This is an optimization exercise on Yosys and OpenROAD, whose aim is small area, not a production implementation.
Function was checked by simulation only, so behaviour that the tests miss may differ from the original.
Power is estimated from default activity; no workload was simulated.

`config.mk`:
```
export PLATFORM = sky130hd
export DESIGN_NAME = rs_alu
export DESIGN_NICKNAME = rs_alu
export VERILOG_FILES = /design/flow/design.v
export SDC_FILE = /design/flow/constraint.sdc
export NUM_CORES = 4
export LEC_CHECK = 0
export CAP_MARGIN = 20
export CORE_MARGIN = 2
export CORE_UTILIZATION = 40
export SLEW_MARGIN = 20
```
`constraint.sdc`:
```
create_clock -name core_clock -period 8.0 [get_ports {clk}]
set_input_delay 1.6000 -clock core_clock [delete_from_list [all_inputs] [get_ports {clk}]]
set_output_delay 1.6000 -clock core_clock [all_outputs]
set_load 0.01 [all_outputs]
```
`design.v`:
```
module rs_alu(
	input clk,
	input rst,
	output [31:0] PC_out,
	output [3:0] rob_id_out,
	output [16:0] EX_ctrl_out,
	output [5:0] p_rs_out,
	output [5:0] p_rt_out,
	output [15:0] imm_bits_out,
	output [5:0] p_rd_out,
	output stl_dec_rs_alu_full,
	input [3:0] num_rob_entry,
	input [31:0] PC_in,
	input [16:0] EX_ctrl_in,
	input [5:0] p_rs_in,
	input [5:0] p_rt_in,
	input p_rs_rdy_in,
	input p_rt_rdy_in,
	input rs_read,
	input rt_read,
	input [15:0] imm_bits_in,
	input [5:0] p_rd_new,
	input alloc_RS_en,
	input stall_issue,
	output wire issue_en,
	input recover,
	input [3:0] rec_rob_entry,
	input stall_hazard,
	input bus_en,
	input [5:0] tag
);
	localparam W = 87;
	reg [7:0] valid;
	reg [7:0] rs_rdy;
	reg [7:0] rt_rdy;
	reg [3:0] rob_id [0:7];
	reg [5:0] prf_rs [0:7];
	reg [5:0] prf_rt [0:7];
	reg [W-1:0] payload [0:7];  
	reg [7:0] age [0:7];
	reg [7:0] alloc_sel;
	always @(*) begin
		alloc_sel = 8'd0;
		for (integer i = 7; i >= 0; i = i - 1)
			if (!valid[i]) alloc_sel = 8'd1 << i;
	end
	wire [7:0] alloc_we = alloc_RS_en ? alloc_sel : 8'd0;
	function automatic older(input integer j, input integer k);
		older = (j < k) ? age[j][k] : ~age[k][j];
	endfunction
	wire [7:0] req = valid & rs_rdy & rt_rdy;
	reg [7:0] grant;
	always @(*) begin
		for (integer i = 0; i < 8; i = i + 1) begin
			grant[i] = req[i];
			for (integer j = 0; j < 8; j = j + 1)
				if (j != i && req[j] && older(j, i)) grant[i] = 1'b0;
		end
	end
	wire no_issue = recover | stall_hazard | stall_issue;
	assign issue_en = ~no_issue & (|req);
	wire [7:0] issue_clr = no_issue ? 8'd0 : grant;
	reg [7:0] flush_clr;
	always @(*) begin
		for (integer i = 0; i < 8; i = i + 1)
			flush_clr[i] = recover && valid[i] && (rob_id[i] == rec_rob_entry);
	end
	always @(posedge clk or negedge rst) begin
		if (~rst) valid <= 8'd0;
		else valid <= (valid & ~issue_clr & ~flush_clr) | alloc_we;
	end
	wire rs_rdy_new = p_rs_rdy_in | ~rs_read | (bus_en && tag == p_rs_in);
	wire rt_rdy_new = p_rt_rdy_in | ~rt_read | (bus_en && tag == p_rt_in);
	always @(posedge clk) begin
		for (integer i = 0; i < 8; i = i + 1) begin
			if (alloc_we[i]) begin
				rs_rdy[i] <= rs_rdy_new;
				rt_rdy[i] <= rt_rdy_new;
				rob_id[i] <= num_rob_entry;
				prf_rs[i] <= p_rs_in;
				prf_rt[i] <= p_rt_in;
				payload[i] <= {PC_in, EX_ctrl_in, imm_bits_in, p_rd_new};
			end else begin
				if (bus_en && tag == prf_rs[i]) rs_rdy[i] <= 1'b1;
				if (bus_en && tag == prf_rt[i]) rt_rdy[i] <= 1'b1;
			end
			for (integer k = i + 1; k < 8; k = k + 1) begin
				if (alloc_we[k]) age[i][k] <= 1'b1;
				else if (alloc_we[i]) age[i][k] <= 1'b0;
			end
		end
	end
	reg [2:0] gidx;
	always @(*) begin
		gidx = 3'd0;
		for (integer i = 7; i >= 0; i = i - 1)
			if (grant[i]) gidx = i;
	end
	wire [7:0] sel = 8'd1 << gidx;
	reg [W-1:0] pl_out;
	reg [3:0] rob_out;
	reg [5:0] rs_out, rt_out;
	always @(*) begin
		pl_out = {W{1'b0}};
		rob_out = 4'd0;
		rs_out = 6'd0;
		rt_out = 6'd0;
		for (integer i = 0; i < 8; i = i + 1) begin
			pl_out = pl_out | ({W{sel[i]}} & payload[i]);
			rob_out = rob_out | ({4{sel[i]}} & rob_id[i]);
			rs_out = rs_out | ({6{sel[i]}} & prf_rs[i]);
			rt_out = rt_out | ({6{sel[i]}} & prf_rt[i]);
		end
	end
	assign {PC_out, EX_ctrl_out, imm_bits_out, p_rd_out} = pl_out;
	assign rob_id_out = rob_out;
	assign p_rs_out = rs_out;
	assign p_rt_out = rt_out;
	assign stl_dec_rs_alu_full = &valid;
endmodule
```
`flow/run.sh`:
```
#!/bin/bash
# Standard ORFS layout with three changes: port buffers use the smallest buffer,
# CTS uses mid-size clock buffers without dummy loads, and non-critical gates are
# downsized after global routing. Full make output goes to flow.log here.
set -euo pipefail
CTS="-sink_clustering_enable -repair_clock_nets -dont_use_dummy_load -buf_list sky130_fd_sc_hd__clkbuf_8 -sink_clustering_size 16"
bash standard.sh \
  "BUFFER_PORTS_ARGS=-buffer_cell sky130_fd_sc_hd__buf_1" \
  "CTS_ARGS=$CTS" \
  RECOVER_POWER=100 \
  finish > flow.log 2>&1
```
`standard.sh`:
```
#!/bin/bash
# synth_recipe.tcl (not shown) runs the flow's synth.tcl, then flattens the netlist and writes it again
# the make line also repeats each setting of config.mk as NAME=value (left out here)
make -C /OpenROAD-flow-scripts/flow DESIGN_CONFIG=/design/flow/config.mk WORK_HOME=/design/flow/orfs CLKGATE_MAP_FILE= SYNTH_SCRIPT=/design/flow/synth_recipe.tcl "${@:-finish}"
```
==> results of run 1 <==
path summary, 6_finish.rpt:
check,start,to,depth (start not counted)
min in group asynchronous,rst,valid[0],1
worst min-delay path,age[0][7],age[0][7],2
worst max register to register,valid[1],prf_rt[6][3],5
worst min register to register,age[0][7],age[0][7],2
max in group asynchronous,rst,valid[5],1
worst max-delay path,valid[1],p_rt_out[5],9
critical path, cell delays in order, from the launching register on:
cell and delay, ps:
dfrtp_1 540, and3_1 300, o2111ai_1 130, nor4b_1 800
buf_4 690, clkbuf_2 1270, a222oi_1 350, nand3_1 150
a21o_1 170, buf_1 190
through the flow:
stage | area [um2] | setup slack (ps)
after floorplan | 28440 | 3401
after global placement | 30260 | 2762
after detailed placement | 30270 | 2728
after CTS | 31890 | 1959
after global routing | 31810 | 887.9
final | 31820 | 1076
kinds of logic (layout without fill, tap and decap cells):
kind of cell	Yosys count	count (layout)	share of synthesized area [%]
flops	748	748	77.85
compound gates	396	396	11.43
simple gates	269	269	4.778
xor+xnor	140	140	4.311
buf+inv	114	357	1.632
other cells	0	2	0
registers in the layout, indices dropped and copies added (netlist names):
signal and count:
payload 568, prf_rs 48, prf_rt 48, rob_id 32, age 28, rs_rdy 8
rt_rdy 8, valid 8
Yosys cell counts, types with 10 or more instances:
library cell  count  area [um2]
nor3_1           10       50.05
xnor2_1          65       569.3
xor2_1           75       656.9
nand2_1          87       326.6
o41ai_1          16       140.1
edfxtp_1        712       21380
dfxtp_1          28       560.5
buf_2            17       85.08
a22oi_1         174        1306
a21o_1           91       683.2
nand4_1          29       181.4
nand3_1         112       560.5
a222oi_1         87       870.8
clkbuf_1         79       296.5
area by class of cell:
cell class / instances / area, um2
timing repair buffer: 229 / 948.4
sequential: 748 / 22140
clock buffer: 118 / 1624
multi-input combinational: 805 / 5873
inverter: 10 / 47.55
tap: 940 / 1176
fill: 6105 / 38460
antenna: 2 / 5.005
metal layers:
metal | global-route usage (%) | part of all wire [%] | vias up
li1 | - | - | 7239
met2 | 32.21 | 48 | 695
met3 | 3.390 | 6.8 | 106
met4 | 5.685 | 1.9 | 0
met1 | 27.07 | 43 | 8559
met5 | 0 | 0 | -
power breakdown:
group	leakage (uW)	total, uW	internal, uW	switching, uW
Combinational	0.00274	3360	1070	2280
Clock	0.000848	2580	1290	1290
Sequential	0.00677	5100	4890	213
Total	0.0104	11000	7250	3790
==> results.json, run 1 <==
{
  "outcome": "finished with violations",
  "failed_checks": "capacitance limit, slew limit",
  "r2r_slack_ps": 1860,
  "path_clk_slew_ps": 60,
  "cts_made_buffers": 118,
  "yosysSeqAreaShare_pct": 77.85,
  "cts_tree": "done",
  "timing.hold.ws_ps": 468.7,
  "final_hold_viol_count": 0,
  "peakVddDrop_mv": 0.2401,
  "timing.final.crit_share_pct": 86.55,
  "wire_per_inst_um": 25.79,
  "ctsResizeCount": 0,
  "dr.pass1.iters": 7,
  "grt_antenna_before_repair": 1,
  "syn_area_um2": 28440,
  "grt_max_degree": 64,
  "worst-path-max-fanout": 47,
  "tightestPinTransition_ps": 3948,
  "core_area_um2": 70270,
  "arrival_ps": 5320,
  "grt.overflow.total": 0,
  "setup_tns_ps": 0,
  "synthFlopType": "edfxtp_1",
  "drt-total-wl_mm": 73.57,
  "grtUsageTotal_pct": 19.68,
  "cts-root-buf": "clkbuf_8",
  "synth_cells": 1667,
  "slew_headroom_pct": -163.2,
  "ys_types": 44,
  "area_growth_pct": 11.86,
  "clk_latency_ps": 730,
  "drt_iter0_drc": 1735,
  "drive_gt1_share_pct": 8.639,
  "async_flop_share_pct": 1.070,
  "fin_cells": 2852,
  "ant_nets": 0,
  "worstPathRequired_ps": 6400,
  "ctsHtreeMaxLevel": 3,
  "final_common_cell": "edfxtp_1",
  "maxCapViolCount": 14,
  "finalCriticalPeriod_ps": 6924,
  "placementRows": 97,
  "cp-end-kind": "primary output",
  "crit_path_start_kind": "flip-flop",
  "powerDensity_nw_per_um2": 347.0,
  "drv_slew": 638,
  "dp_cells": 2732,
  "p_leak_uw": 0.01035,
  "num_vias": 16600,
  "vias_per_cell": 5.820,
  "rsz0062_at_grt": "false",
  "ios": 197,
  "layout_common_cells": "edfxtp_1 (712), a22oi_1 (174), clkbuf_8 (118)",
  "grt_pass1_vias": 16880,
  "synth_nets": 1775,
  "cts.sinks": 748,
  "power_uw": 11040,
  "start_util_pct": 40.47,
  "grt_pass1_wl_mm": 108.1,
  "syn_area_per_cell_um2": 17.06,
  "drc_errors": 0,
  "cts_setup_buffers": 0,
  "hold_class": "flip-flop to flip-flop",
  "ys_ff_latch": 748,
  "skew_ps": 59.81,
  "utilization_pct": 45.28,
  "io_buffers": 196,
  "synth_edf_count": 712,
  "synth_warnings": 6,
  "die_w_um": 270.7,
  "holdBufCountCts": 0,
  "fmax_mhz": 144.4,
  "finalNetCount": 2020,
  "gp_congestion": 0.8866,
  "die_y_um": 270.7,
  "cts_buffer_depth": 3,
  "setup-violations-final": 0,
  "path_class": "flip-flop to primary output",
  "dpl.hpwl_mm": 39.91,
  "die_area_um2": 73250
}
==> run 2, diff against run 1 <==
--- a/flow/run.sh
+++ b/flow/run.sh
@@ -5,3 +5,3 @@
 set -euo pipefail
-CTS="-sink_clustering_enable -repair_clock_nets -dont_use_dummy_load -buf_list sky130_fd_sc_hd__clkbuf_8 -sink_clustering_size 16"
+CTS="-sink_clustering_enable -repair_clock_nets -dont_use_dummy_load -buf_list sky130_fd_sc_hd__clkbuf_4 -sink_clustering_size 10"
 bash standard.sh \
==> run 2 against run 1 <==
Net effect: the layout still fails its checks (capacitance limit, slew limit); maximum frequency up 1.1%; via count grew 2.1%; power shrank 2.1%; clock skew is 46 ps higher; clock power decreased by 9.3%; final cell count grew 2.4%; worst hold slack barely moved; core utilization down 0.29 points; global-route usage grew 0.19 points; critical endpoint unchanged.
==> results.json, run 2 <==
{
  "cts.sinks": 748,
  "io_buffers": 196,
  "crit_buf_inv": 3,
  "synth_top_area_cell": "edfxtp_1",
  "slowest_stage": "clkbuf_2",
  "ctsResizeCount": 0,
  "p_leak_uw": 0.01037,
  "finalNetCount": 2089,
  "crit_path_start_kind": "flip-flop",
  "layout_common_cells": "edfxtp_1 (712), clkbuf_4 (187), a22oi_1 (174)",
  "start_util_pct": 40.47,
  "arrival_ps": 5250,
  "timing.final.crit_share_pct": 85.57,
  "cts_made_buffers": 187,
  "synth_nets": 1775,
  "reg_top3": "payload x568, prf_rs x48, prf_rt x48",
  "hold_class": "flip-flop to flip-flop",
  "setup_tns_ps": 0,
  "outcome": "finished with violations",
  "drive_gt1_share_pct": 11.82,
  "crit_family": "buffers and inverters",
  "async_flop_share_pct": 1.070,
  "failed_checks": "capacitance limit, slew limit",
  "cts_tree": "done",
  "vias_per_cell": 5.800,
  "powerDensity_nw_per_um2": 341.8,
  "drt_iter0_drc": 1609,
  "cts_setup_buffers": 0,
  "grt_util_met1_pct": 26.57,
  "die_y_um": 270.7,
  "maxCapViolCount": 15,
  "ys_ff_latch": 748,
  "largest_reg_flops": 568,
  "nFillCells": 6195,
  "grtUsageTotal_pct": 19.87,
  "path_class": "flip-flop to primary output",
  "synthFlopType": "edfxtp_1",
  "fmax_mhz": 146.1,
  "drv_slew": 671,
  "path_cells": "and3_1 > o2111ai_1 > nor4b_4 > buf_4 > clkbuf_2 > a222oi_1 > nand3_1 > a21o_1 > buf_1",
  "clk_latency_ps": 970,
  "syn_area_per_cell_um2": 17.06,
  "combPwrFrac_pct": 31.1,
  "p_seq_share_pct": 47.2,
  "seqCellArea_um2": 22140,
  "rsz0062_at_grt": "false",
  "worst-path-max-fanout": 47,
  "p_sw_share_pct": 35.04,
  "holdBufCountCts": 0,
  "ys_types": 44,
  "grt_pass1_wl_mm": 108.6,
  "use_met3_pct": 4.580,
  "synth_top_area_share_pct": 75.17,
  "synth_cells": 1667,
  "grt.overflow.total": 0,
  "tightestPinTransition_ps": 3921,
  "core_area_um2": 70270,
  "ios": 197,
  "pwr-share-clk_pct": 21.6,
  "ant_nets": 0,
  "dpl.hpwl_mm": 39.91,
  "top_usage_layer": "met2",
  "final_common_cell": "edfxtp_1",
  "ctsHtreeMaxLevel": 4,
  "peakVddDrop_mv": 0.2452,
  "wire_per_inst_um": 25.30,
  "internal_power_uw": 7019,
  "num_vias": 16940,
  "largest-register": "payload",
  "finalCriticalPeriod_ps": 6846,
  "yosysSeqAreaShare_pct": 77.85,
  "multiInputGateArea_um2": 5888,
  "synth_warnings": 6,
  "worstPathRequired_ps": 6400,
  "skew_ps": 106.0,
  "cp-end-kind": "primary output",
  "die_w_um": 270.7,
  "fin_cells": 2921,
  "synth_most_common_cell": "edfxtp_1",
  "synth_edf_count": 712,
  "grt_pass1_vias": 17400,
  "path_clk_slew_ps": 50,
  "final_hold_viol_count": 0,
  "synth_commonest_cells": "edfxtp_1 (712), a22oi_1 (174), nand3_1 (112), a21o_1 (91)",
  "area_growth_pct": 11.14,
  "gp_congestion": 0.8866,
  "grt_use_met2_pct": 32.13,
  "cts-root-buf": "clkbuf_4",
  "critical_path.max_stage_delay_ps": 1290,
  "cts_buffer_depth": 3,
  "syn_area_um2": 28440,
  "die_area_um2": 73250,
  "switching_power_uw": 3786,
  "grt_antenna_before_repair": 1,
  "dr.pass1.iters": 6,
  "grt_max_degree": 64,
  "power_uw": 10810,
  "setup-violations-final": 0,
  "placementRows": 97,
  "drt-total-wl_mm": 73.89,
  "slew_headroom_pct": -161.4,
  "dp_cells": 2732,
  "drc_errors": 0,
  "synth_area_leaders": "edfxtp_1 (75%), a22oi_1 (4.6%), a222oi_1 (3.1%), a21o_1 (2.4%), xor2_1 (2.3%)"
}
[run 2: metrics by stage]
step / util (%) / instance area, um2 / hold WS, ps / setup slack (ps)
global route: 44.98 / 31610 / 497.2 / 706.0
finish: 44.98 / 31610 / 468.4 / 1154
global placement: 43.07 / 30260 / 456.8 / 2762
CTS: 45.07 / 31670 / 447.6 / 1589
floorplan: - / 28440 / 429.9 / 3401
detailed placement: 43.07 / 30270 / 456.1 / 2728
[run 2: layout make-up]
type                       instances  area share (%)
sequential                       748           70.05
inverter                          10          0.1504
tap                              940           3.721
multi-input combinational        805           18.63
clock buffer                     187           4.441
antenna                            2         0.01583
timing repair buffer             229           2.996
[run 2: worst min-delay path, cell delays in order (launching register included)]
cell and delay [ps]:
dfxtp_1 320, nand2_1 60, nand2_1 40
[run 2: logic make-up (layout without fill, tap and decap cells)]
| kind of cell | count (synthesis) | in the layout | synth area share [%] |
|---|---|---|---|
| compound gates | 396 | 396 | 11.43 |
| other cells | 0 | 2 | 0 |
| xor+xnor | 140 | 140 | 4.311 |
| buf+inv | 114 | 426 | 1.632 |
| flops | 748 | 748 | 77.85 |
| simple gates | 269 | 269 | 4.778 |
[run 2: metal layers]
layer	vias up	share of wire (%)	wire (um)
met5	-	0	0
met4	0	1.7	1273
met3	105	7.4	5464
met2	762	48	35660
met1	8639	43	31490
li1	7436	-	-
[run 2: final timing paths]
| check | from | slack (ps) | depth (start not counted) | to |
|---|---|---|---|---|
| min in group asynchronous | rst | 580 | 1 | valid[0] |
| worst max register to register | valid[1] | 1630 | 5 | payload[5][39] |
| worst min register to register | age[0][7] | 470 | 2 | age[0][7] |
| max in group asynchronous | rst | 7060 | 1 | valid[5] |
| worst min-delay path | age[0][7] | 470 | 2 | age[0][7] |
| worst max-delay path | valid[1] | 1150 | 9 | p_rt_out[5] |
[run 2: power groups by stage]
| stage | sequential (uW) | combinational, uW | clock, uW |
|---|---|---|---|
| final | 5100 | 3370 | 2340 |
| after detailed placement | 5130 | 3430 | 0 |
| after CTS | 5050 | 3440 | 2430 |
| after global placement | 5120 | 3410 | 0 |
| after global routing | 5140 | 3650 | 2600 |
| after floorplan | 5080 | 2130 | 0 |
==> run 3, diff against run 2 <==
--- a/flow/run.sh
+++ b/flow/run.sh
@@ -5,3 +5,3 @@
 set -euo pipefail
-CTS="-sink_clustering_enable -repair_clock_nets -dont_use_dummy_load -buf_list sky130_fd_sc_hd__clkbuf_4 -sink_clustering_size 10"
+CTS="-sink_clustering_enable -repair_clock_nets -dont_use_dummy_load -buf_list sky130_fd_sc_hd__clkbuf_4 -sink_clustering_size 9 -sink_clustering_max_diameter 80"
 bash standard.sh \
@@ -9,3 +9,2 @@
   "CTS_ARGS=$CTS" \
-  RECOVER_POWER=100 \
   finish > flow.log 2>&1
--- a/config.mk
+++ b/config.mk
@@ -9,3 +9,3 @@
 export CORE_MARGIN = 2
-export CORE_UTILIZATION = 40
+export CORE_UTILIZATION = 45
 export SLEW_MARGIN = 20
==> run 3 against run 2 <==
Net effect: now clean on timing, DRC and antenna; critical path depth unchanged; maximum frequency grew 14%; sequential power is 1% lower; critical path type unchanged; largest cell class unchanged; largest power group unchanged.
==> results.json, run 3 <==
{
  "combPwrFrac_pct": 34.0,
  "drive_gt1_share_pct": 7.888,
  "p_seq_share_pct": 49.3,
  "ctsResizeCount": 0,
  "powerDensity_nw_per_um2": 330.8,
  "grt_max_degree": 64,
  "grt.overflow.total": 0,
  "dp_cells": 2641,
  "utilization_pct": 49.27,
  "path_clk_slew_ps": 120,
  "drt_iter0_drc": 1935,
  "cts_setup_buffers": 0,
  "fin_cells": 2738,
  "die_w_um": 255.4,
  "p_leak_uw": 0.01005,
  "crit_path_start_kind": "flip-flop",
  "die_y_um": 255.4,
  "synth_cells": 1667,
  "syn_area_per_cell_um2": 17.06,
  "grt_util_met1_pct": 31.15,
  "synth_top_area_share_pct": 75.17,
  "top_usage_layer": "met2",
  "io_buffers": 196,
  "grt_pass1_wl_mm": 109.8,
  "ys_ff_latch": 748,
  "area_growth_pct": 8.680,
  "peakVddDrop_mv": 0.4361,
  "synth_area_leaders": "edfxtp_1 (75%), a22oi_1 (4.6%), a222oi_1 (3.1%), a21o_1 (2.4%), xor2_1 (2.3%)",
  "die_area_um2": 65230,
  "worstPathRequired_ps": 6400,
  "syn_area_um2": 28440,
  "crit_buf_inv": 3,
  "num_vias": 16460,
  "grtUsageTotal_pct": 22.44,
  "crit_family": "buffers and inverters",
  "critical_path.max_stage_delay_ps": 800,
  "outcome": "finished clean",
  "multiInputGateArea_um2": 5893,
  "fmax_mhz": 166.8,
  "finalCriticalPeriod_ps": 5993,
  "drt-total-wl_mm": 73.81,
  "grt_use_met2_pct": 35.87,
  "internal_power_uw": 6469,
  "yosysSeqAreaShare_pct": 77.85,
  "grt_pass1_vias": 16910,
  "pwr-share-clk_pct": 16.7,
  "grt_antenna_before_repair": 8,
  "synth_commonest_cells": "edfxtp_1 (712), a22oi_1 (174), nand3_1 (112), a21o_1 (91)",
  "largest-register": "payload",
  "largest_reg_flops": 568,
  "timing.final.crit_share_pct": 74.92,
  "slowest_stage": "buf_4",
  "rsz0062_at_grt": "false",
  "dr.pass1.iters": 8,
  "wire_per_inst_um": 26.96,
  "holdBufCountCts": 0,
  "synth_top_area_cell": "edfxtp_1",
  "drv_slew": 0,
  "reg_top3": "payload x568, prf_rs x48, prf_rt x48",
  "switching_power_uw": 3757,
  "cts_tree": "done",
  "vias_per_cell": 6.012,
  "nFillCells": 5329,
  "placementRows": 92,
  "maxCapViolCount": 0,
  "gp_congestion": 0.9176,
  "worst-path-max-fanout": 55,
  "p_sw_share_pct": 36.74,
  "setup-violations-final": 0,
  "drc_errors": 0,
  "synth_most_common_cell": "edfxtp_1",
  "hold_class": "flip-flop to flip-flop",
  "finalNetCount": 1999,
  "setup_tns_ps": 0,
  "seqCellArea_um2": 22140,
  "path_class": "flip-flop to primary output",
  "ys_types": 44,
  "arrival_ps": 4390,
  "synth_nets": 1775,
  "final_hold_viol_count": 0,
  "final_common_cell": "edfxtp_1",
  "layout_common_cells": "edfxtp_1 (712), buf_1 (196), a22oi_1 (174)",
  "synth_warnings": 6,
  "async_flop_share_pct": 1.070,
  "cts-root-buf": "clkbuf_4",
  "ios": 197,
  "tightestPinTransition_ps": 965.3,
  "cp-end-kind": "primary output",
  "synth_edf_count": 712,
  "slew_headroom_pct": 35.65,
  "cts.sinks": 748,
  "cts_made_buffers": 93,
  "skew_ps": 85.97,
  "path_cells": "nand3_1 > o2111ai_1 > a2111oi_4 > buf_4 > buf_4 > a222oi_1 > nand3_1 > a21o_1 > buf_1",
  "start_util_pct": 45.34,
  "dpl.hpwl_mm": 40.43,
  "ctsHtreeMaxLevel": 3,
  "cts_buffer_depth": 3,
  "clk_latency_ps": 900,
  "use_met3_pct": 4.246,
  "synthFlopType": "edfxtp_1",
  "ant_nets": 0,
  "core_area_um2": 62740
}
[run 3: cell counts after synthesis]
No cell type changed its count.
[run 3: cell type report]
type / count / share of cell area [%]
diodes: 3 / 0.02429
clock buffers: 93 / 2.259
inverters: 10 / 0.1862
multi-input cells: 805 / 19.07
flip-flops and latches: 748 / 71.63
well taps: 846 / 3.425
repair buffers: 233 / 3.408
[run 3: kinds of logic after synthesis]
| family | share of synthesized area [%] |
|---|---|
| DFF | 77.85 |
| and+or+nand+nor | 4.778 |
| AOI/OAI and AO/OA | 11.43 |
| buffers and inverters | 1.632 |
| xor gates and xnor gates | 4.311 |
[run 3: metrics by stage]
| stage | total power, uW | hold WS (ps) | worst slack, ps | cell area [um2] |
|---|---|---|---|---|
| after floorplan | 7203 | 429.9 | 3401 | 28440 |
| after detailed placement | 8634 | 457.1 | 2938 | 30180 |
| after CTS | 10320 | 473.5 | 1966 | 30870 |
| after global routing | 10740 | 488.2 | 1756 | 30910 |
| final | 10230 | 471.0 | 2007 | 30910 |
| after global placement | 8611 | 450.5 | 2937 | 30150 |
[run 3: power by group through the flow]
stage          combinational [uW]  sequential, uW  clock (uW)
6_report                     3480            5040        1710
3_5_place_dp                 3510            5130           0
4_1_cts                      3520            5040        1760
3_3_place_gp                 3500            5110           0
2_1_floorplan                2130            5080           0
5_1_grt                      3760            5080        1910
[run 3: worst reg2reg max path: stages, from the launching register on]
cell     delay (ps)
dfrtp_1         610
nand2_1         140
or2_2           350
or3_1           630
inv_4           780
buf_4           800
[run 3: routing by layer]
layer / vias up / part of all wire [%]
li1: 7219 / -
met1: 8394 / 42
met4: 6 / 2.3
met3: 118 / 7.8
met2: 723 / 48
met5: - / 0.054
[run 3: worst paths after layout]
kind                       startpoint              to  slack, ps  cells after the start
max reg2reg                  valid[1]  payload[6][42]       4260                      5
min in group asynchronous         rst        valid[0]        630                      1
max in group asynchronous         rst        valid[5]       7030                      1
min                         age[0][7]       age[0][7]        470                      2
max                          valid[7]     p_rd_out[5]       2010                      9
min reg2reg                 age[0][7]       age[0][7]        470                      2
==> run 4, diff against run 3 <==
--- a/flow/run.sh
+++ b/flow/run.sh
@@ -5,3 +5,3 @@
 set -euo pipefail
-CTS="-sink_clustering_enable -repair_clock_nets -dont_use_dummy_load -buf_list sky130_fd_sc_hd__clkbuf_4 -sink_clustering_size 9 -sink_clustering_max_diameter 80"
+CTS="-sink_clustering_enable -repair_clock_nets -dont_use_dummy_load -buf_list sky130_fd_sc_hd__clkbuf_8 -sink_clustering_size 16 -sink_clustering_max_diameter 100"
 bash standard.sh \
==> run 4 against run 3 <==
Net effect: sequential cell count stayed put; synthesized cell count unchanged; via count is 1.3% lower; area after synthesis unchanged; first-iteration DRC count increased by 6.1%; core utilization about the same; clock skew is 4.4 ps lower; critical path type unchanged; critical endpoint is now imm_bits_out[9]; largest power group unchanged.
==> results.json, run 4 <==
{
  "cts_made_buffers": 52,
  "outcome": "finished clean",
  "hold_path_end": "age[0][5]",
  "internal_power_uw": 6518,
  "finalCriticalPeriod_ps": 5786,
  "synth_xor_area_share_pct": 4.311,
  "r2r-end": "payload[6][23]",
  "p_seq_share_pct": 49.3,
  "grt_pass1_wl_mm": 109.0,
  "synth_compound_area_share_pct": 11.43,
  "synth_edf_count": 712,
  "largest_reg_flops": 568,
  "drt_iter0_drc": 2054,
  "critPathLaunch": "valid[7]",
  "peakVddDrop_mv": 0.4482,
  "drc_errors": 0,
  "area_growth_pct": 8.750,
  "synth-simple-area-share_pct": 4.778,
  "p_sw_share_pct": 36.24,
  "timing.final.crit_share_pct": 72.33,
  "synth_warnings": 6,
  "crit_buf_inv": 3,
  "ctsHtreeMaxLevel": 2,
  "worst-path-max-fanout": 55,
  "synthAdderAreaFrac_pct": 0,
  "slew_headroom_pct": 35.85,
  "synthFlopType": "edfxtp_1",
  "synth_commonest_cells": "edfxtp_1 (712), a22oi_1 (174), nand3_1 (112), a21o_1 (91)",
  "critical_path.max_stage_delay_ps": 790,
  "reg_top3": "payload x568, prf_rs x48, prf_rt x48",
  "largest-register": "payload",
  "cts.sinks": 748,
  "synth_mux_area_share_pct": 0,
  "ff2ff_path_depth": 5,
  "vias_per_cell": 6.024,
  "async_flop_share_pct": 1.070,
  "tightestPinTransition_ps": 962.3,
  "synth_top_area_share_pct": 75.17,
  "gp_congestion": 0.9176,
  "setup-violations-final": 0,
  "crit_family": "buffers and inverters",
  "start_util_pct": 45.34,
  "skew_ps": 81.56,
  "die_w_um": 255.4,
  "syn_area_um2": 28440,
  "yosysSeqAreaShare_pct": 77.85,
  "whs_path_depth": 2,
  "die_area_um2": 65230,
  "cts_tree": "done",
  "ys_ff_latch": 748,
  "synth_top_family_by_area": "compound AO/OA/AOI/OAI gates",
  "dpl.hpwl_mm": 40.43,
  "grt_antenna_before_repair": 8,
  "dr.pass1.iters": 9,
  "drv_slew": 0,
  "cts-root-buf": "clkbuf_8",
  "power_uw": 10220,
  "powerDensity_nw_per_um2": 330.5,
  "layout_common_cells": "edfxtp_1 (712), buf_1 (196), a22oi_1 (174)",
  "grt_max_degree": 64,
  "cts_buffer_depth": 3,
  "drive_gt1_share_pct": 5.844,
  "num_vias": 16250,
  "crit_path_start_kind": "flip-flop",
  "core_area_um2": 62740,
  "synth_nets": 1775,
  "ctsResizeCount": 0,
  "worstPathRequired_ps": 6400,
  "rsz0062_at_grt": "false",
  "grtUsageTotal_pct": 22.08,
  "grt_pass1_vias": 16540,
  "drt-total-wl_mm": 73.15,
  "final_hold_viol_count": 0,
  "grt.overflow.total": 0,
  "clk_latency_ps": 690,
  "r2r_slack_ps": 4320,
  "syn_area_per_cell_um2": 17.06,
  "io_buffers": 196,
  "ys_types": 44,
  "placementRows": 92,
  "die_y_um": 255.4,
  "path_cells": "nand3_1 > o2111ai_1 > a2111oi_4 > buf_4 > buf_4 > a222oi_1 > nand3_1 > a21o_1 > buf_1",
  "synth_most_common_cell": "edfxtp_1",
  "switching_power_uw": 3705,
  "dp_cells": 2641,
  "hold_start": "age[0][5]",
  "finalNetCount": 1958,
  "pwr-share-clk_pct": 16.7,
  "fmax_mhz": 172.8,
  "reg2reg_from": "valid[1]",
  "ios": 197,
  "holdBufCountCts": 0,
  "synth_cells": 1667,
  "combPwrFrac_pct": 34.0,
  "maxCapViolCount": 0,
  "final_common_cell": "edfxtp_1",
  "cp-end-kind": "primary output",
  "cts_setup_buffers": 0,
  "arrival_ps": 4190,
  "synth_area_leaders": "edfxtp_1 (75%), a22oi_1 (4.6%), a222oi_1 (3.1%), a21o_1 (2.4%), xor2_1 (2.3%)",
  "hold_class": "flip-flop to flip-flop",
  "utilization_pct": 49.30,
  "path_clk_slew_ps": 100,
  "p_leak_uw": 0.009999,
  "ant_nets": 0,
  "fin_cells": 2698,
  "synth_top_area_cell": "edfxtp_1",
  "setup_tns_ps": 0,
  "path_class": "flip-flop to primary output",
  "wire_per_inst_um": 27.11,
  "slowest_stage": "buf_4"
}
-- run 4: changes by cell type in the layout (fill, tap and decap cells not counted) --
cell / change
clkbuf_4: -93
clkbuf_8: +52
diode_2: +1
-- run 4: tightest hold or removal path: stages, from the launching register on --
cell     delay (ps)
dfxtp_1         340
nand2_1          60
nand2_1          40
-- run 4: worst max path at each step --
stage	to	cells after the start
after floorplan	payload[5][0]	4
after global placement	EX_ctrl_out[10]	9
after detailed placement	imm_bits_out[1]	9
after CTS	p_rt_out[4]	9
after global routing	imm_bits_out[9]	9
final	imm_bits_out[9]	9
-- run 4: kinds of logic (layout without fill, tap and decap cells) --
family	count (synthesis)	count (layout)
AO/OA/AOI/OAI	396	396
XOR/XNOR	140	140
buffers and inverters	114	295
flip-flops	748	748
other	0	4
AND/OR/NAND/NOR	269	269
-- run 4: per-stage QoR --
stage | hold slack, ps | setup slack, ps | area, um2
6_report | 474.7 | 2214 | 30930
5_1_grt | 488.7 | 2008 | 30920
3_3_place_gp | 450.5 | 2937 | 30150
4_1_cts | 476.1 | 2204 | 30890
3_5_place_dp | 457.1 | 2938 | 30180
2_1_floorplan | 429.9 | 3401 | 28440
-- run 4: final cells by class --
cell class                 count  area [um2]
sequential                   748       22140
clock buffer                  52       715.7
multi-input combinational    805        5893
tap                          846        1059
fill                        5282       31810
antenna                        4       10.01
timing repair buffer         233        1054
inverter                      10       57.56
-- run 4: per-layer routing --
metal  share of wire (%)  wire, um  vias up  global-route usage (%)
met4                 2.0      1436        6                   5.327
met5               0.052        38        -                       0
met2                  49     35530      645                   36.28
li1                    -         -     7097                       -
met3                 7.1      5201      107                   3.343
met1                  42     30950     8397                   31.14
-- run 4: power groups by stage --
stage          logic [uW]  registers (uW)  clock network [uW]
2_1_floorplan        2130            5080                   0
3_3_place_gp         3500            5110                   0
3_5_place_dp         3510            5130                   0
4_1_cts              3520            5040                1750
5_1_grt              3760            5080                1880
6_report             3480            5040                1700
==> run 5, diff against run 4 <==
--- a/design.v
+++ b/design.v
@@ -31,3 +31,3 @@
 );
-	localparam W = 87;
+	localparam W = 71;
 	reg [7:0] valid;
==> run.sh (new file) <==
#!/bin/bash
# synth_recipe.tcl (not shown) runs the flow's synth.tcl, then flattens the netlist and writes it again
# the make line also repeats each setting of config.mk as NAME=value (left out here)
make -C /OpenROAD-flow-scripts/flow DESIGN_CONFIG=/design/flow/config.mk WORK_HOME=/design/flow/orfs CLKGATE_MAP_FILE= SYNTH_SCRIPT=/design/flow/synth_recipe.tcl finish
--- a/config.mk
+++ b/config.mk
@@ -10,2 +10,5 @@
 export CORE_UTILIZATION = 45
+export CTS_BUF_LIST = sky130_fd_sc_hd__clkbuf_8
+export CTS_CLUSTER_DIAMETER = 100
+export CTS_CLUSTER_SIZE = 16
 export SLEW_MARGIN = 20
removed: flow/run.sh
removed: standard.sh
==> run 5 against run 4 <==
Net effect: still clean on timing, DRC and antenna; worst setup slack worse by 610 ps; sequential share of layout area down 2.8 points; final area up 4.0%; maximum frequency down 9.6%; worst hold slack worse by 1.5 ps; die area unchanged; combinational power up 16%; power up 5.8%; synthesized cell count unchanged; final cell count up 0.19%; sequential power about the same; critical path type unchanged; largest cell class unchanged; largest power group unchanged.
==> results.json, run 5 <==
{
  "powerDensity_nw_per_um2": 336.3,
  "gp_congestion": 0.9285,
  "internal_power_uw": 7168,
  "nFillCells": 5132,
  "layout_common_cells": "edfxtp_1 (712), clkdlybuf4s50_1 (196), a22oi_1 (174)",
  "synth_most_common_cell": "edfxtp_1",
  "synth_mux_area_share_pct": 0,
  "grt_pass1_wl_mm": 106.2,
  "drt_iter0_drc": 1721,
  "peakVddDrop_mv": 0.2301,
  "core_area_um2": 62740,
  "synth_xor_area_share_pct": 4.311,
  "worstPathRequired_ps": 6400,
  "r2r_slack_ps": 4480,
  "start_util_pct": 45.34,
  "io_buffers": 196,
  "synth_top_area_cell": "edfxtp_1",
  "multiInputGateArea_um2": 5908,
  "largest-register": "payload",
  "synth_edf_count": 712,
  "yosysSeqAreaShare_pct": 77.85,
  "synth_cells": 1667,
  "ant_nets": 0,
  "holdBufCountCts": 0,
  "ios": 197,
  "async_flop_share_pct": 1.070,
  "dpl.hpwl_mm": 39.69,
  "rsz0062_at_grt": "false",
  "final_hold_viol_count": 0,
  "synth_nets": 1775,
  "die_w_um": 255.4,
  "area_growth_pct": 13.13,
  "cp-end-kind": "primary output",
  "cts_tree": "done",
  "arrival_ps": 4800,
  "die_y_um": 255.4,
  "p_seq_share_pct": 46.6,
  "skew_ps": 34.13,
  "crit_path_start_kind": "flip-flop",
  "worst-path-max-fanout": 46,
  "grt_pass1_vias": 16250,
  "cts-root-buf": "clkbuf_8",
  "cts_setup_buffers": 0,
  "grt.overflow.total": 0,
  "wire_per_inst_um": 26.57,
  "vias_per_cell": 5.974,
  "final_common_cell": "edfxtp_1",
  "fmax_mhz": 156.3,
  "largest_reg_flops": 568,
  "syn_area_per_cell_um2": 17.06,
  "synth_warnings": 6,
  "synth_commonest_cells": "edfxtp_1 (712), a22oi_1 (174), nand3_1 (112), a21o_1 (91)",
  "grt_max_degree": 65,
  "dr.pass1.iters": 6,
  "grt_antenna_before_repair": 1,
  "path_clk_slew_ps": 110,
  "ctsHtreeMaxLevel": 2,
  "synthAdderAreaFrac_pct": 0,
  "timing.final.crit_share_pct": 79.97,
  "reg_top3": "payload x568, prf_rs x48, prf_rt x48",
  "p_sw_share_pct": 33.75,
  "synthFlopType": "edfxtp_1",
  "drv_slew": 0,
  "cts_buffer_depth": 3,
  "synth-simple-area-share_pct": 4.778,
  "switching_power_uw": 3651,
  "ys_types": 44,
  "slew_headroom_pct": 33.28,
  "synth_area_leaders": "edfxtp_1 (75%), a22oi_1 (4.6%), a222oi_1 (3.1%), a21o_1 (2.4%), xor2_1 (2.3%)",
  "placementRows": 92,
  "drive_gt1_share_pct": 5.927,
  "drc_errors": 0,
  "ys_ff_latch": 748,
  "syn_area_um2": 28440,
  "maxCapViolCount": 0,
  "pwr-share-clk_pct": 16.2,
  "synth_compound_area_share_pct": 11.43,
  "path_class": "flip-flop to primary output",
  "outcome": "finished clean",
  "setup_tns_ps": 0,
  "seqCellArea_um2": 22140,
  "drt-total-wl_mm": 71.81,
  "cts.sinks": 748,
  "cts_made_buffers": 52,
  "setup-violations-final": 0,
  "synth_top_area_share_pct": 75.17,
  "finalNetCount": 1953,
  "die_area_um2": 65230,
  "fin_cells": 2703,
  "p_leak_uw": 0.01055,
  "clk_latency_ps": 700,
  "synth_top_family_by_area": "compound AO/OA/AOI/OAI gates",
  "combPwrFrac_pct": 37.2,
  "grtUsageTotal_pct": 21.54,
  "ctsResizeCount": 0,
  "dp_cells": 2637,
  "num_vias": 16150,
  "finalCriticalPeriod_ps": 6397,
  "hold_class": "flip-flop to flip-flop",
  "tightestPinTransition_ps": 1001
}
-- run 5: cell counts after synthesis --
Identical to the previous run, type by type.
-- run 5: path summary, 6_finish.rpt --
kind / endpoint / start / cells after the start
max: p_rd_out[5] / valid[5] / 9
min: age[1][4] / age[1][4] / 2
max reg2reg: payload[7][26] / valid[1] / 5
min reg2reg: age[1][4] / age[1][4] / 2
max in group asynchronous: valid[3] / rst / 1
min in group asynchronous: valid[4] / rst / 1
-- run 5: final cells by class --
type | count | share of cell area, %
flip-flops and latches | 748 | 68.81
multi-input cells | 805 | 18.36
repair buffers | 228 | 6.844
well taps | 846 | 3.290
clock buffers | 52 | 2.224
inverters | 10 | 0.2411
clock inverters | 13 | 0.2178
diodes | 1 | 0.007777
-- run 5: kinds of logic after synthesis --
family / Yosys count
and+or+nand+nor: 269
xor gates and xnor gates: 140
buffers and inverters: 114
DFF: 748
AOI/OAI and AO/OA: 396
-- run 5: critical path, stage by stage, from the launching register on --
cell and delay [ps]:
dfrtp_1 560, nand3_1 310, a41o_1 320, a2111oi_4 400, buf_4 650, buf_4 670, a222oi_1 250, nand3_1 240
a21o_1 110, clkdlybuf4s50_1 540
-- run 5: power by group through the flow --
stage | registers (uW) | logic, uW | clock network, uW
after detailed placement | 5130 | 4090 | 0
final | 5040 | 4020 | 1750
after CTS | 5040 | 4110 | 1800
after global placement | 5110 | 4070 | 0
after floorplan | 5080 | 2130 | 0
after global routing | 5080 | 4320 | 1930
-- run 5: metrics by stage --
| stage | utilization [%] | hold slack, ps | setup WS, ps | total power [uW] | area, um2 |
|---|---|---|---|---|---|
| after floorplan | - | 429.9 | 3401 | 7203 | 28440 |
| after global placement | 50.01 | 450.1 | 2385 | 9182 | 31370 |
| after detailed placement | 50.02 | 450.8 | 2312 | 9218 | 31380 |
| after CTS | 51.28 | 466.6 | 1568 | 10950 | 32170 |
| after global routing | 51.29 | 491.1 | 1379 | 11330 | 32180 |
| final | 51.29 | 473.2 | 1603 | 10820 | 32180 |
-- run 5: per-layer routing --
layer  GRT usage, %  vias to the layer above  wire length (um)
met5              0                        -                 0
met4          4.804                        0              1361
met3          2.837                       92              4273
met2          36.50                      612             35590
met1          29.79                     8339             30580
li1               -                     7106                 -
==> run 6, diff against run 5 <==
--- a/design.v
+++ b/design.v
@@ -31,3 +31,3 @@
 );
-	localparam W = 71;
+	localparam W = 87;
 	reg [7:0] valid;
==> flow/run.sh (new file) <==
#!/bin/bash
# The standard layout (standard.sh) with these changes:
#  - synthesis maps logic with an area-oriented ABC script (flow/synth_area.tcl,
#    flow/area.abc); registers are mapped exactly as in the standard synthesis;
#  - port buffers use the smallest buffer cell;
#  - CTS uses clkbuf_8 with sink clusters of up to 16 and no dummy loads.
# The full make output goes to flow.log in this folder; ORFS's per-step logs are
# under orfs/logs/.
set -euo pipefail
HERE=$(pwd)
CTS="-sink_clustering_enable -repair_clock_nets -dont_use_dummy_load -buf_list sky130_fd_sc_hd__clkbuf_8 -sink_clustering_size 16 -sink_clustering_max_diameter 100"
export MY_ABC_SCRIPT="$HERE/flow/area.abc"
bash standard.sh \
  "SYNTH_SCRIPT=$HERE/flow/synth_area.tcl" \
  "BUFFER_PORTS_ARGS=-buffer_cell sky130_fd_sc_hd__buf_1" \
  "CTS_ARGS=$CTS" \
  finish > flow.log 2>&1
==> flow/area.abc (new file) <==
strash
dc2
dch -f
amap -m
==> flow/synth_area.tcl (new file) <==
# The standard synthesis script (synth_recipe.tcl), with one change: Yosys's abc
# step maps the logic with the area-oriented ABC script named by MY_ABC_SCRIPT.
# Flip-flop mapping (dfflibmap) runs before abc and is untouched, so the registers,
# their names and their cell types are the standard synthesis's.
proc synth {args} { yosys synth -nofsm -noshare {*}$args }
proc abc {args} {
  set i [lsearch -exact $args -script]
  if {$i >= 0 && [info exists ::env(MY_ABC_SCRIPT)]} { lset args [expr {$i + 1}] $::env(MY_ABC_SCRIPT) }
  yosys abc {*}$args
}
source $::env(SCRIPTS_DIR)/synth.tcl
# left out here: clear keep_hierarchy, flatten, clean up, hide names made inside functions, write 1_2_yosys.v
==> standard.sh (new file) <==
#!/bin/bash
# synth_recipe.tcl (not shown) runs the flow's synth.tcl, then flattens the netlist and writes it again
# the make line also repeats each setting of config.mk as NAME=value (left out here)
make -C /OpenROAD-flow-scripts/flow DESIGN_CONFIG=/design/flow/config.mk WORK_HOME=/design/flow/orfs CLKGATE_MAP_FILE= SYNTH_SCRIPT=/design/flow/synth_recipe.tcl "${@:-finish}"
==> config.mk (replaced) <==
export PLATFORM = sky130hd
export DESIGN_NAME = rs_alu
export DESIGN_NICKNAME = rs_alu
export VERILOG_FILES = /design/flow/design.v
export SDC_FILE = /design/flow/constraint.sdc
export NUM_CORES = 4
export LEC_CHECK = 0
export CAP_MARGIN = 10
export CORE_MARGIN = 2
export CORE_UTILIZATION = 45
export SLEW_MARGIN = 10
removed: run.sh
==> run 6 against run 5 <==
Net effect: maximum frequency increased by 2.1%; final cell count decreased by 0.89%; largest power group unchanged; worst hold slack got worse by 1.1 ps; clock power decreased by 2%; area after synthesis decreased by 2.9%; highest routed layer is now met5; synthesized cell count decreased by 3.2%; global-route usage increased by 2.4 points; clock skew decreased by 12 ps; sequential power about the same; worst setup slack improved by 130 ps.
==> results.json, run 6 <==
{
  "outcome": "finished clean",
  "gp_congestion": 0.8910,
  "tightestPinTransition_ps": 1196,
  "ctsResizeCount": 0,
  "finalNetCount": 2006,
  "ff2ff_path_depth": 6,
  "layout_setup_ws_ps": 1735,
  "grt_antenna_before_repair": 9,
  "cts-root-buf": "clkbuf_8",
  "final_hold_viol_count": 0,
  "largest_reg_flops": 568,
  "die_area_um2": 63390,
  "syn_area_per_cell_um2": 17.13,
  "hold_class": "flip-flop to flip-flop",
  "drt_iter0_drc": 2480,
  "synth_area_leaders": "edfxtp_1 (77%), a222oi_1 (5.4%), dfxtp_1 (2.0%), nand2_1 (1.9%), a22oi_1 (1.3%)",
  "ios": 197,
  "reg_top3": "payload x568, prf_rs x48, prf_rt x48",
  "cts_tree": "done",
  "drv_slew": 0,
  "start_util_pct": 45.68,
  "skew_ps": 22.45,
  "grtUsageTotal_pct": 23.91,
  "critPathLaunch": "valid[0]",
  "cts_setup_buffers": 0,
  "die_y_um": 251.8,
  "crit_buf_inv": 5,
  "maxCapViolCount": 0,
  "timing.final.crit_share_pct": 78.31,
  "powerDensity_nw_per_um2": 331.1,
  "yosysSeqAreaShare_pct": 80.15,
  "largest-register": "payload",
  "dr.pass1.iters": 6,
  "ant_nets": 0,
  "place_ws_ps": 2466,
  "arrival_ps": 4660,
  "cp-end-kind": "primary output",
  "dpl.hpwl_mm": 42.78,
  "worst-path-max-fanout": 59,
  "wire_per_inst_um": 28.64,
  "vias_per_cell": 6.464,
  "synth_commonest_cells": "edfxtp_1 (712), a222oi_1 (150), nand2_1 (139), clkinv_1 (81), nor2_1 (63)",
  "synth_top_area_cell": "edfxtp_1",
  "synth_top_area_share_pct": 77.39,
  "worstPathRequired_ps": 6400,
  "grt_pass1_vias": 17030,
  "r2r-end": "payload[6][22]",
  "reg2reg_from": "valid[0]",
  "grt.overflow.total": 0,
  "slowest_stage": "buf_4",
  "cp_num_cells": 12,
  "path_cells": "nand3_1 > clkinv_1 > a21oi_1 > o221ai_1 > a2111oi_4 > buf_4 > buf_4 > clkinv_1 > o22ai_1 > a221oi_1 > o211ai_1 > buf_1",
  "async_flop_share_pct": 1.070,
  "synthFlopType": "edfxtp_1",
  "ys_types": 37,
  "peakVddDrop_mv": 0.3226,
  "path_clk_slew_ps": 110,
  "synth_warnings": 6,
  "critical_path.max_stage_delay_ps": 810,
  "holdBufCountCts": 0,
  "fmax_mhz": 159.6,
  "synth_most_common_cell": "edfxtp_1",
  "p_leak_uw": 0.009173,
  "cts_made_buffers": 52,
  "grt_pass1_wl_mm": 111.9,
  "die_w_um": 251.8,
  "layout_common_cells": "edfxtp_1 (712), buf_1 (196), a222oi_1 (150)",
  "drc_errors": 0,
  "worstSetupEndpoint": "p_rs_out[3]",
  "final_common_cell": "edfxtp_1",
  "grt_max_degree": 68,
  "clk_latency_ps": 680,
  "drt-total-wl_mm": 76.74,
  "ctsHtreeMaxLevel": 2,
  "synth_nets": 1721,
  "slew_headroom_pct": 18.22,
  "cts.sinks": 748,
  "rsz0062_at_grt": "false",
  "power_uw": 10100,
  "ys_ff_latch": 748,
  "core_area_um2": 60470,
  "cts_buffer_depth": 3,
  "synth_cells": 1613,
  "setup-violations-final": 0,
  "path_class": "flip-flop to primary output",
  "syn_area_um2": 27630,
  "crit_family": "buffers and inverters",
  "synth_edf_count": 712,
  "placementRows": 90,
  "r2r_slack_ps": 4180,
  "whs_path_depth": 2,
  "crit_path_start_kind": "flip-flop",
  "num_vias": 17320,
  "area_growth_pct": 10.39,
  "finalCriticalPeriod_ps": 6265,
  "drive_gt1_share_pct": 5.432,
  "io_buffers": 196
}
## run 6: cell types whose count changed after synthesis, moves of 67 or more
cell,delta
a21o_1,-91
a22oi_1,-125
clkbuf_1,-79
clkinv_1,+81
nand3_1,-67
xor2_1,-75
## run 6: area by class of cell
cell class / count / area [um2]
antenna: 1 / 2.502
tap: 782 / 978.4
clock buffer: 52 / 715.7
sequential: 748 / 22140
inverter: 81 / 306.5
timing repair buffer: 231 / 998.5
fill: 5022 / 29980
multi-input combinational: 784 / 5351
## run 6: routing by layer
| layer | GRT usage (%) | wire length (um) | vias up |
|---|---|---|---|
| met2 | 37.94 | 35410 | 914 |
| met3 | 5.323 | 7210 | 170 |
| met1 | 32.86 | 31530 | 8740 |
| met5 | 0 | 103 | - |
| li1 | - | - | 7477 |
| met4 | 8.233 | 2489 | 16 |
## run 6: worst min-delay path by stage
stage	startpoint	endpoint	slack [ps]
after global placement	age[2][5]	age[2][5]	450
after floorplan	age[0][3]	age[0][3]	430
after CTS	age[2][5]	age[2][5]	470
after global routing	age[2][7]	age[2][7]	490
after detailed placement	age[2][5]	age[2][5]	450
final	age[2][5]	age[2][5]	470
## run 6: cells by family (layout without fill, tap and decap cells)
group	after synthesis	after routing	synth area share, %
DFF	748	748	80.15
other	0	1	0
buffers and inverters	81	364	1.101
AOI/OAI and AO/OA	456	456	13.36
and+or+nand+nor	328	328	5.394
## run 6: per-stage QoR
step	hold slack (ps)	instances	cell area [um2]	setup TNS [ps]	util, %
floorplan	432.7	1613	27750	-395340	-
global placement	451.9	2626	29780	0	49.24
detailed placement	454.6	2626	29780	0	49.24
CTS	470.9	2678	30490	0	50.42
global route	489.6	2679	30490	0	50.43
finish	472.2	2679	30490	0	50.43
## run 6: tightest hold or removal path, delay by kind of cell, from the launching register on
kind / cells / cell delay, ps
flip-flops: 1 / 350
AND/OR/NAND/NOR: 2 / 100
## run 6: report_power, final
| part | switching (uW) | total [uW] | internal [uW] |
|---|---|---|---|
| Clock | 1120 | 1710 | 583 |
| Sequential | 190 | 5020 | 4830 |
| Combinational | 2410 | 3370 | 966 |
==> run 7, diff against run 6 <==
--- a/design.v
+++ b/design.v
@@ -31,3 +31,3 @@
 );
-	localparam W = 87;
+	localparam W = 71;
 	reg [7:0] valid;
--- a/config.mk
+++ b/config.mk
@@ -10,2 +10,3 @@
 export CORE_UTILIZATION = 45
+export GPL_TIMING_DRIVEN = 0
 export SLEW_MARGIN = 10
==> run 7 against run 6 <==
Net effect: critical path depth rose by 7; maximum frequency fell by 9.6%; critical path type unchanged; combinational power rose by 18%; sequential share of layout area fell by 3.9 points; area after synthesis did not move; wire length rose by 1.0%; synthesized cell count did not move; clock power barely moved.
==> results.json, run 7 <==
{
  "largest_reg_flops": 568,
  "ios": 197,
  "rsz0062_at_grt": "false",
  "synth_most_common_cell": "edfxtp_1",
  "tightestPinTransition_ps": 979.0,
  "area_growth_pct": 16.66,
  "ys_types": 37,
  "combPwrFrac_pct": 37.1,
  "ctsHtreeMaxLevel": 2,
  "peakVddDrop_mv": 0.1923,
  "crit_path_start_kind": "flip-flop",
  "slew_headroom_pct": 34.33,
  "core_area_um2": 60470,
  "largest-register": "payload",
  "worstPathRequired_ps": 6400,
  "internal_power_uw": 6832,
  "maxCapViolCount": 0,
  "layout_common_cells": "edfxtp_1 (712), buf_1 (196), a222oi_1 (150)",
  "synth_nets": 1721,
  "layout_setup_ws_ps": 1066,
  "path_class": "flip-flop to primary output",
  "die_area_um2": 63390,
  "die_w_um": 251.8,
  "reg_top3": "payload x568, prf_rs x48, prf_rt x48",
  "drive_gt1_share_pct": 10.62,
  "path_cells": "nand3_1 > clkinv_1 > a21oi_1 > o221ai_1 > nor3_4 > buf_16 > buf_8 > clkinv_1 > nand2_1 > nor3_1 > nand3_1 > nor4_2 > buf_4 > buf_4 > buf_4 > buf_4 > a222oi_1 > nand4_1 > buf_1",
  "power_uw": 10680,
  "synth_cells": 1613,
  "async_flop_share_pct": 1.070,
  "syn_area_um2": 27630,
  "cts.sinks": 748,
  "synth_area_leaders": "edfxtp_1 (77%), a222oi_1 (5.4%), dfxtp_1 (2.0%), nand2_1 (1.9%), a22oi_1 (1.3%)",
  "final_hold_viol_count": 0,
  "critPathMostFrequentCell": "buf_4",
  "fmax_mhz": 144.2,
  "grtUsageTotal_pct": 24.19,
  "hold_class": "flip-flop to flip-flop",
  "skew_ps": 30.38,
  "arrival_ps": 5330,
  "drt_iter0_drc": 2801,
  "path_clk_slew_ps": 110,
  "cts_setup_buffers": 0,
  "switching_power_uw": 3844,
  "p_leak_uw": 0.009999,
  "drv_slew": 0,
  "synthFlopType": "edfxtp_1",
  "clk_latency_ps": 680,
  "ctsResizeCount": 0,
  "holdBufCountCts": 0,
  "critical_path.max_stage_delay_ps": 510,
  "final_common_cell": "edfxtp_1",
  "setup-violations-final": 0,
  "gp_congestion": 0.8689,
  "ys_ff_latch": 748,
  "wire_per_inst_um": 27.80,
  "placementRows": 90,
  "cts_buffer_depth": 3,
  "grt_pass1_vias": 17380,
  "design_area_um2": 32230,
  "powerDensity_nw_per_um2": 331.3,
  "cts-root-buf": "clkbuf_8",
  "io_buffers": 196,
  "finalNetCount": 2116,
  "grt_antenna_before_repair": 10,
  "p_seq_share_pct": 46.9,
  "outcome": "finished clean",
  "dp_cells": 2736,
  "fin_cells": 2789,
  "synth_commonest_cells": "edfxtp_1 (712), a222oi_1 (150), nand2_1 (139), clkinv_1 (81), nor2_1 (63)",
  "cp-end-kind": "primary output",
  "synth_edf_count": 712,
  "ant_nets": 0,
  "cts_made_buffers": 52,
  "p_sw_share_pct": 36.01,
  "grt_max_degree": 60,
  "synth_top_area_share_pct": 77.39,
  "finalCriticalPeriod_ps": 6934,
  "grt_pass1_wl_mm": 114.1,
  "start_util_pct": 45.68,
  "vias_per_cell": 6.403,
  "die_y_um": 251.8,
  "drt-total-wl_mm": 77.53,
  "pwr-share-clk_pct": 16.0,
  "synth_warnings": 6,
  "num_vias": 17860,
  "yosysSeqAreaShare_pct": 80.15,
  "syn_area_per_cell_um2": 17.13,
  "worst-path-max-fanout": 15,
  "synth_top_area_cell": "edfxtp_1",
  "crit_family": "buffers and inverters",
  "dpl.hpwl_mm": 53.39,
  "crit_buf_inv": 9,
  "timing.final.crit_share_pct": 86.67,
  "cts_tree": "done",
  "slowest_stage": "nor3_4",
  "place_ws_ps": 1886,
  "placed_area_um2": 31510,
  "grt.overflow.total": 0,
  "dr.pass1.iters": 8,
  "drc_errors": 0
}
[run 7: worst paths after layout]
path | to | startpoint | slack (ps) | cells after the start
max | imm_bits_out[1] | valid[2] | 1070 | 19
min | age[2][7] | age[2][7] | 470 | 2
max reg2reg | valid[5] | valid[4] | 4680 | 8
min reg2reg | age[2][7] | age[2][7] | 470 | 2
max in group asynchronous | valid[0] | rst | 6870 | 1
min in group asynchronous | valid[3] | rst | 820 | 1
[run 7: kinds of logic after synthesis]
family                 share of synthesized area [%]
DFF                                            80.15
AOI/OAI and AO/OA                              13.36
and+or+nand+nor                                5.394
buffers and inverters                          1.101
[run 7: worst reg2reg max path, delay by kind of cell (launching register included)]
kind	cells	cell delay (ps)
compound gates	3	1260
buf+inv	2	990
flops	1	500
simple gates	3	480
[run 7: per-stage QoR]
step,TNS (ps),util (%),hold WS [ps]
floorplan,-395340,-,432.7
global placement,-5265610,48.72,446.3
detailed placement,0,52.11,452.1
CTS,0,53.29,468.5
global route,0,53.29,488.2
finish,0,53.29,471.7
[run 7: area by class of cell]
cell class | instances | area (um2)
fill | 4836 | 28240
multi-input combinational | 784 | 5353
timing repair buffer | 341 | 2728
clock buffer | 52 | 715.7
antenna | 1 | 2.502
tap | 782 | 978.4
inverter | 81 | 309.0
sequential | 748 | 22140
[run 7: power by group through the flow]
stage / sequential (uW) / combinational [uW] / clock (uW)
2_1_floorplan: 5110 / 1840 / 0
3_3_place_gp: 5250 / 2920 / 0
3_5_place_dp: 5090 / 3990 / 0
4_1_cts: 5000 / 4000 / 1750
5_1_grt: 5040 / 4260 / 1880
6_report: 5010 / 3960 / 1710
[run 7: metal layers]
layer	GRT usage (%)	share of wire (%)	up-vias
li1	-	-	7688
met4	6.999	2.7	18
met2	39.06	47	977
met3	5.179	9.1	161
met1	33.33	41	9014
met5	0	0.15	-
==> run 8, diff against run 7 <==
--- a/config.mk
+++ b/config.mk
@@ -9,4 +9,3 @@
 export CORE_MARGIN = 2
-export CORE_UTILIZATION = 45
-export GPL_TIMING_DRIVEN = 0
+export CORE_UTILIZATION = 35
 export SLEW_MARGIN = 10
==> run 8 against run 7 <==
Net effect: worst hold slack better by 4.2 ps; worst setup slack improved by 410 ps; combinational power down 14%; sequential cell count unchanged; synthesized cell count unchanged; power fell by 5.0%; area after synthesis is the same; critical path type unchanged.
==> results.json, run 8 <==
{
  "outcome": "finished clean",
  "ios": 197,
  "ff2ff_path_depth": 10,
  "fmax_mhz": 153.3,
  "finalNetCount": 2004,
  "die_y_um": 284.9,
  "setup-violations-final": 0,
  "drive_gt1_share_pct": 5.333,
  "holdBufCountCts": 0,
  "final_hold_viol_count": 0,
  "cts_tree": "done",
  "path_cells": "nand3_1 > clkinv_1 > a21oi_1 > o221ai_1 > nor3_4 > buf_4 > clkinv_1 > nand2_1 > nor3_1 > nand3_1 > nor4_2 > buf_4 > clkinv_1 > o22ai_1 > a221oi_1 > o211ai_1 > buf_1",
  "reg_top3": "payload x568, prf_rs x48, prf_rt x48",
  "dr.pass1.iters": 8,
  "skew_ps": 53.68,
  "ctsResizeCount": 0,
  "cts.sinks": 748,
  "synthFlopType": "edfxtp_1",
  "synth_top_area_cell": "edfxtp_1",
  "layout_common_cells": "edfxtp_1 (712), buf_1 (196), a222oi_1 (150)",
  "grt_antenna_before_repair": 9,
  "power_uw": 10140,
  "drt_iter0_drc": 2555,
  "finalCriticalPeriod_ps": 6521,
  "synth_most_common_cell": "edfxtp_1",
  "cts_setup_buffers": 0,
  "ant_nets": 0,
  "die_w_um": 284.9,
  "yosysSeqAreaShare_pct": 80.15,
  "cts_buffer_depth": 3,
  "r2r-end": "valid[4]",
  "critPathMostFrequentCell": "clkinv_1",
  "cp-end-kind": "primary output",
  "synth_area_leaders": "edfxtp_1 (77%), a222oi_1 (5.4%), dfxtp_1 (2.0%), nand2_1 (1.9%), a22oi_1 (1.3%)",
  "final_common_cell": "edfxtp_1",
  "synth_warnings": 6,
  "tightestPinTransition_ps": 1117,
  "synth_edf_count": 712,
  "fin_cells": 2947,
  "hold_class": "flip-flop to flip-flop",
  "largest_reg_flops": 568,
  "ys_ff_latch": 748,
  "core_area_um2": 78610,
  "crit_path_start_kind": "flip-flop",
  "grt_max_degree": 94,
  "syn_area_um2": 27630,
  "worstSetupEndpoint": "p_rs_out[5]",
  "num_vias": 17460,
  "ctsHtreeMaxLevel": 2,
  "grtUsageTotal_pct": 18.98,
  "io_buffers": 196,
  "drv_slew": 0,
  "synth_commonest_cells": "edfxtp_1 (712), a222oi_1 (150), nand2_1 (139), clkinv_1 (81), nor2_1 (63)",
  "clk_latency_ps": 680,
  "path_class": "flip-flop to primary output",
  "synth_cells": 1613,
  "cts-root-buf": "clkbuf_8",
  "timing.hold.ws_ps": 476.0,
  "worstPathRequired_ps": 6400,
  "maxCapViolCount": 0,
  "peakVddDrop_mv": 0.3615,
  "worst-path-max-fanout": 53,
  "synth_nets": 1721,
  "drt-total-wl_mm": 79.14,
  "dp_cells": 2892,
  "gp_congestion": 0.8825,
  "grt.overflow.total": 0,
  "grt_pass1_wl_mm": 115.7,
  "r2r_slack_ps": 4080,
  "dpl.hpwl_mm": 43.88,
  "cts_made_buffers": 52,
  "arrival_ps": 4920,
  "slowest_stage": "buf_4",
  "syn_area_per_cell_um2": 17.13,
  "die_area_um2": 81190,
  "rsz0062_at_grt": "false",
  "critical_path.max_stage_delay_ps": 710,
  "placementRows": 103,
  "reg2reg_from": "valid[0]",
  "wire_per_inst_um": 26.85,
  "path_clk_slew_ps": 110,
  "area_growth_pct": 11.74,
  "critPathLaunch": "valid[2]",
  "start_util_pct": 35.14,
  "timing.final.crit_share_pct": 81.52,
  "async_flop_share_pct": 1.070,
  "powerDensity_nw_per_um2": 328.4,
  "drc_errors": 0,
  "slew_headroom_pct": 25.51,
  "vias_per_cell": 5.925,
  "synth_top_area_share_pct": 77.39,
  "largest-register": "payload",
  "p_leak_uw": 0.009173,
  "grt_pass1_vias": 17280,
  "ys_types": 37
}
-- run 8: cell counts after synthesis --
No cell type changed its count.
-- run 8: worst min path at each step --
stage / cells after the start / slack (ps) / startpoint / endpoint
after global placement: 2 / 460 / age[4][5] / age[4][5]
after CTS: 2 / 480 / age[3][5] / age[3][5]
after global routing: 2 / 500 / age[2][7] / age[2][7]
after detailed placement: 2 / 460 / age[3][5] / age[3][5]
final: 2 / 480 / age[2][7] / age[2][7]
after floorplan: 2 / 430 / age[0][3] / age[0][3]
-- run 8: worst max-delay path: cells and delay by family, from the launching register on --
family	cells	cell delay (ps)
flops	1	440
simple gates	6	840
buf+inv	6	2010
compound gates	5	950
-- run 8: cells by family (layout without fill, tap and decap cells) --
kind of cell           after synthesis  in the layout  share of synthesized area (%)
flip-flops                         748            748                          80.15
AO/OA/AOI/OAI                      456            456                          13.36
AND/OR/NAND/NOR                    328            328                          5.394
buffers and inverters               81            362                          1.101
other                                0              3                              0
-- run 8: area by class of cell --
| type | instances | area (um2) |
|---|---|---|
| Antenna cell | 3 | 7.507 |
| Fill cell | 7282 | 47740 |
| Tap cell | 1050 | 1314 |
| Clock buffer | 52 | 715.7 |
| Inverter | 81 | 306.5 |
| Multi-Input combinational cell | 784 | 5351 |
| Sequential cell | 748 | 22140 |
| Timing Repair Buffer | 229 | 1033 |
-- run 8: where the power goes --
part,switching (uW),internal [uW]
Sequential,191,4830
Clock,1120,582
Combinational,2450,973
-- run 8: per-layer routing --
metal / routed length, um / global-route usage [%] / share of wire [%] / up-vias
li1: - / - / - / 7465
met1: 33260 / 26.04 / 42 / 8927
met2: 37430 / 30.98 / 47 / 895
met3: 6219 / 3.168 / 7.9 / 159
met4: 2136 / 5.942 / 2.7 / 14
met5: 92 / 0 / 0.12 / -
-- run 8: metrics by stage --
stage          setup TNS, ps  setup slack [ps]  cell area [um2]  util (%)
2_1_floorplan        -395340             -2827            27750         -
3_3_place_gp               0              2226            30150     38.35
3_5_place_dp               0              2218            30150     38.35
4_1_cts                    0              1461            30860     39.26
5_1_grt                    0              1102            30870     39.26
6_report                   0              1479            30870     39.27

## separate check: timing with driven ports
How much do the figures lean on ideal ports? The routed layouts below were timed once more, with nothing changed but the port constraints.
Step 1, drivers: a clkbuf_16 drives clk and a buf_2 each remaining input, both assumed.
Step 2 adds t to the input delays and takes it off the output delays; t is the mean of the earliest and latest rising clock arrival at the registers after step 1. Input paths then give back, and output paths get back, about the clock's delay inside the block.
Three values: ideal, step 1, step 2; two values: the first two.
run | t, ns | slack for setup (ns) | cell pins on the clock port's net
run 1 | 0.746 | 1.076 / 1.018 / 0.630 | 1
run 2 | 0.981 | 1.154 / 1.094 / 0.441 | 1
run 3 | 0.893 | 2.007 / 1.954 / 2.848 | 1
run 4 | 0.708 | 2.214 / 2.155 / 2.863 | 1
run 5 | 0.734 | 1.603 / 1.546 / 2.280 | 1
run 6 | 0.714 | 1.735 / 1.681 / 2.395 | 1
run 7 | 0.720 | 1.066 / 1.012 / 1.732 | 1
run 8 | 0.705 | 1.479 / 1.428 / 2.133 | 1
For run 2, which loses most, drivers alone change the setup slack by -0.060 ns; drivers and shift together by -0.713 ns.
